From an optimization exercise on the open Yosys and OpenROAD flow, aimed at small area, a short achievable clock period and few clock cycles per item; shortcuts taken in it are not production practice. RTL that was checked went through simulation tests only; none was proved equivalent to the original. The clock port is modelled as an ideal driver; clocking choices that lean on that would not hold on a real chip.

==> run R: inputs <==
Design skinny_top, start of the top module:
module skinny_top (
    input               clock,
    input               reset,
    input               start,
    input [7:0]         input_plaintext,
    input [23:0]        input_tweakey,
    output              ready,
    output              done,
    output [127:0]      ciphertext
);
    reg [127:0] st;      
    reg [383:0] tk;      
    reg         loading;
    reg [3:0]   lcnt;
    reg         busy;
    reg [5:0]   rc;
    reg         done_r;
    reg         ready_r;
    reg         idle_n;      
    reg  [3:0]  bsel, isel;
    wire        go = loading & (lcnt == 4'd15);
    wire last = (rc == 6'h0A);    
    assign ready      = ready_r;
    assign done       = done_r;
    assign ciphertext = st;
    reg loading_n, busy_n;
    always @(*) begin
        loading_n = loading;
        busy_n    = busy;
        if (loading) begin
            if (lcnt == 4'd15) begin
                loading_n = 1'b0;
                busy_n    = 1'b1;
  ...
clock: 10.0 ns
lec_check: 0
cap_margin: 20
core_margin: 2
core_utilization: 55
cts_cluster_diameter: 120
cts_cluster_size: 24
slew_margin: 20
standard.sh (not shown) runs the stock make flow with config.mk's settings and CLKGATE_MAP_FILE= SYNTH_SCRIPT=/design/flow/synth_recipe.tcl, a recipe that flattens the netlist after the stock synthesis.
==> flow/flow/run.sh <==
#!/bin/bash
# Standard ORFS layout (the standard.sh), with the resizer asked to aim for
# a setup slack margin of 7.05 ns, so it works the critical paths harder.
set -euo pipefail
bash standard.sh SETUP_SLACK_MARGIN=7.05 POST_CTS_TCL=$PWD/flow/rm_root.tcl finish > standard_flow.log 2>&1
==> flow/flow/rm_root.tcl <==
# After CTS: take out the root clock buffer, so the clock port drives the
# first level of the clock tree (2 buffers) directly. Every register's clock
# passes the same number of buffers as before.
set block [ord::get_db_block]
set root [$block findInst clkbuf_0_clock]
if { $root != "NULL" } {
  set in_net [[$root findITerm A] getNet]
  set out_net [[$root findITerm X] getNet]
  set loads {}
  foreach it [$out_net getITerms] {
    if { [$it getInst] != $root } { lappend loads $it }
  }
  if { [llength $loads] <= 4 } {
    foreach it $loads {
      $it disconnect
      $it connect $in_net
    }
    odb::dbInst_destroy $root
    odb::dbNet_destroy $out_net
    puts "rm_root: clock port now drives [llength $loads] clock buffers directly"
  } else {
    puts "rm_root: root buffer drives [llength $loads] cells, left in place"
  }
}
==> run F: changes against run R <==
--- a/flow/design.v
+++ b/flow/design.v
@@ -15,12 +15,10 @@
     reg         busy;
     reg [5:0]   rc;
     reg         done_r;
     reg         ready_r;
     reg         idle_n;      
-    reg  [3:0]  bsel, isel;
-    wire        go = loading & (lcnt == 4'd15);
     wire last = (rc == 6'h0A);    
     assign ready      = ready_r;
     assign done       = done_r;
     assign ciphertext = st;
     reg loading_n, busy_n;
@@ -46,31 +44,25 @@
             busy    <= 1'b0;
             rc      <= 6'd0;
             done_r  <= 1'b0;
             ready_r <= 1'b0;
             idle_n  <= 1'b1;
-            bsel    <= 4'b0000;
-            isel    <= 4'b1111;
         end else begin
             done_r  <= busy & last;
             loading <= loading_n;
             busy    <= busy_n;
             idle_n  <= ~busy_n;
-            bsel    <= {4{go}} | (bsel & {4{~last}});
-            isel    <= ~({4{go}} | (~isel & {4{~last}}));
             ready_r <= ~loading_n & ~busy_n;
             lcnt    <= loading ? lcnt + 4'd1 : 4'd1;
             rc      <= busy ? {rc[4:0], rc[5] ^ rc[4] ^ 1'b1} : 6'h01;
         end
     end
     wire [127:0] st_rnd = round(st, tk, rc);
     wire [383:0] tk_rnd = {tk_sched1(tk[383:256]), tk_sched2(tk[255:128]), tk_sched3(tk[127:0])};
     always @(posedge clock) begin
-        st <= ({128{bsel[0]}} & st_rnd) | ({128{isel[0]}} & {st[119:0], input_plaintext});
-        tk[383:256] <= ({128{bsel[1]}} & tk_rnd[383:256]) | ({128{isel[1]}} & tk[359:232]);
-        tk[255:128] <= ({128{bsel[2]}} & tk_rnd[255:128]) | ({128{isel[2]}} & tk[231:104]);
-        tk[127:0]   <= ({128{bsel[3]}} & tk_rnd[127:0])   | ({128{isel[3]}} & {tk[103:0], input_tweakey});
+        st <= ({128{busy}} & st_rnd) | ({128{idle_n}} & {st[119:0], input_plaintext});
+        tk <= ({384{busy}} & tk_rnd) | ({384{idle_n}} & {tk[359:0], input_tweakey});
     end
     function [7:0] sbox;
         input [7:0] a;
         reg x0, x1, x2, x3, x4, x5, x6, x7;
         begin
==> flow/flow/run.sh (replaced) <==
#!/bin/bash
# Standard ORFS layout (the standard.sh), with the resizer asked to aim for
# a setup slack margin of 6.6 ns, so it works the critical paths harder.
set -euo pipefail
bash standard.sh SETUP_SLACK_MARGIN=6.6 finish > standard_flow.log 2>&1
removed: flow/flow/rm_root.tcl
==> run H: changes against run R <==
--- a/flow/design.v
+++ b/flow/design.v
@@ -15,12 +15,10 @@
     reg         busy;
     reg [5:0]   rc;
     reg         done_r;
     reg         ready_r;
     reg         idle_n;      
-    reg  [3:0]  bsel, isel;
-    wire        go = loading & (lcnt == 4'd15);
     wire last = (rc == 6'h0A);    
     assign ready      = ready_r;
     assign done       = done_r;
     assign ciphertext = st;
     reg loading_n, busy_n;
@@ -46,31 +44,25 @@
             busy    <= 1'b0;
             rc      <= 6'd0;
             done_r  <= 1'b0;
             ready_r <= 1'b0;
             idle_n  <= 1'b1;
-            bsel    <= 4'b0000;
-            isel    <= 4'b1111;
         end else begin
             done_r  <= busy & last;
             loading <= loading_n;
             busy    <= busy_n;
             idle_n  <= ~busy_n;
-            bsel    <= {4{go}} | (bsel & {4{~last}});
-            isel    <= ~({4{go}} | (~isel & {4{~last}}));
             ready_r <= ~loading_n & ~busy_n;
             lcnt    <= loading ? lcnt + 4'd1 : 4'd1;
             rc      <= busy ? {rc[4:0], rc[5] ^ rc[4] ^ 1'b1} : 6'h01;
         end
     end
     wire [127:0] st_rnd = round(st, tk, rc);
     wire [383:0] tk_rnd = {tk_sched1(tk[383:256]), tk_sched2(tk[255:128]), tk_sched3(tk[127:0])};
     always @(posedge clock) begin
-        st <= ({128{bsel[0]}} & st_rnd) | ({128{isel[0]}} & {st[119:0], input_plaintext});
-        tk[383:256] <= ({128{bsel[1]}} & tk_rnd[383:256]) | ({128{isel[1]}} & tk[359:232]);
-        tk[255:128] <= ({128{bsel[2]}} & tk_rnd[255:128]) | ({128{isel[2]}} & tk[231:104]);
-        tk[127:0]   <= ({128{bsel[3]}} & tk_rnd[127:0])   | ({128{isel[3]}} & {tk[103:0], input_tweakey});
+        st <= ({128{busy}} & st_rnd) | ({128{idle_n}} & {st[119:0], input_plaintext});
+        tk <= ({384{busy}} & tk_rnd) | ({384{idle_n}} & {tk[359:0], input_tweakey});
     end
     function [7:0] sbox;
         input [7:0] a;
         reg x0, x1, x2, x3, x4, x5, x6, x7;
         begin
==> run notes <==
Area after synthesis is the same in run H and run F.
Cell count: run F < run H < run R.
Run R completed with no timing, DRC or antenna violations. Run F passed the timing, design-rule and antenna checks. Run H completed without violations.
In run R the via count is lower than in run H, by about 0.6%.
In die area, run F and run H do not differ.
Critical path depth is the same in run H and run F.
==> figures <==
Result of the run: run F timing/DRC/antenna clean; run R timing/DRC/antenna clean; run H timing/DRC/antenna clean
Antenna cell count: run F 0; run R 1; run H 0
Total clock sinks: run F 527; run R 534; run H 527
Area fraction in compound gates after synthesis: run F 21.3%; run R 21.5%; run H 21.3%
FF+latch count: run F 527; run R 534; run H 527
Simple logic cell fraction of the synthesized area: run F 6.72%; run R 6.49%; run H 6.72%
Layout buffering overhead excluding clock cells: run F 6.71%; run R 11.2%; run H 11.6%
Number of logic inverters in the finished layout: run F 6; run R 5; run H 6
Data arrival time at the worst-slack endpoint: run F 1.37 ns; run R 1.01 ns; run H 0.98 ns
Wire length on met2: run F 30300 um; run R 32600 um; run H 31900 um
Max-slew headroom: run F 22.8%; run R 32.2%; run H 35.9%
Testbench counts of run F, summed over its fixed seeds: cycles 27,656, items 384.
Testbench counts of run H, summed over its fixed seeds: cycles 27,656, items 384.
Only the layout flow was run in run R; the RTL was not checked for function there.

-- re-timing with driven ports --
In the flow no input, the clock included, has a driving cell. The finished layouts below were timed again as built, in two steps.
Step 1: set_driving_cell puts a clkbuf_16 on clock and a buf_2 on each other input, an assumption about the parent block.
Step 2 times the ports against the registers' clock, not the clock port: input delays grow and output delays shrink by t, the midpoint of the rising clock arrivals with the driver on.
a / b / c = ideal ports / drivers / drivers and shift; a / b = the first two.
| run | t (ns) | slack for setup (ns) | hold WS [ns] | slew at the worst register clock pin (ns) | worst slew at a driven data input, ns |
|---|---|---|---|---|---|
| run R | 0.528 | 6.993 / 6.921 / 6.887 | 0.473 / 0.473 / 0.473 | 0.11 / 0.11 | 0.05 |
| run F | 0.627 | 6.627 / 6.569 / 6.889 | 0.453 / 0.453 / 0.453 | 0.11 / 0.11 | 0.07 |
| run H | 0.510 | 7.016 / 6.946 / 7.078 | 0.448 / 0.448 / 0.448 | 0.11 / 0.11 | 0.08 |
After both steps setup and hold are still met in every run listed. The setup slack of run R, which loses most, moves by -0.072 ns with the drivers and by -0.106 ns with both steps. Setup slack includes reset recovery checks.
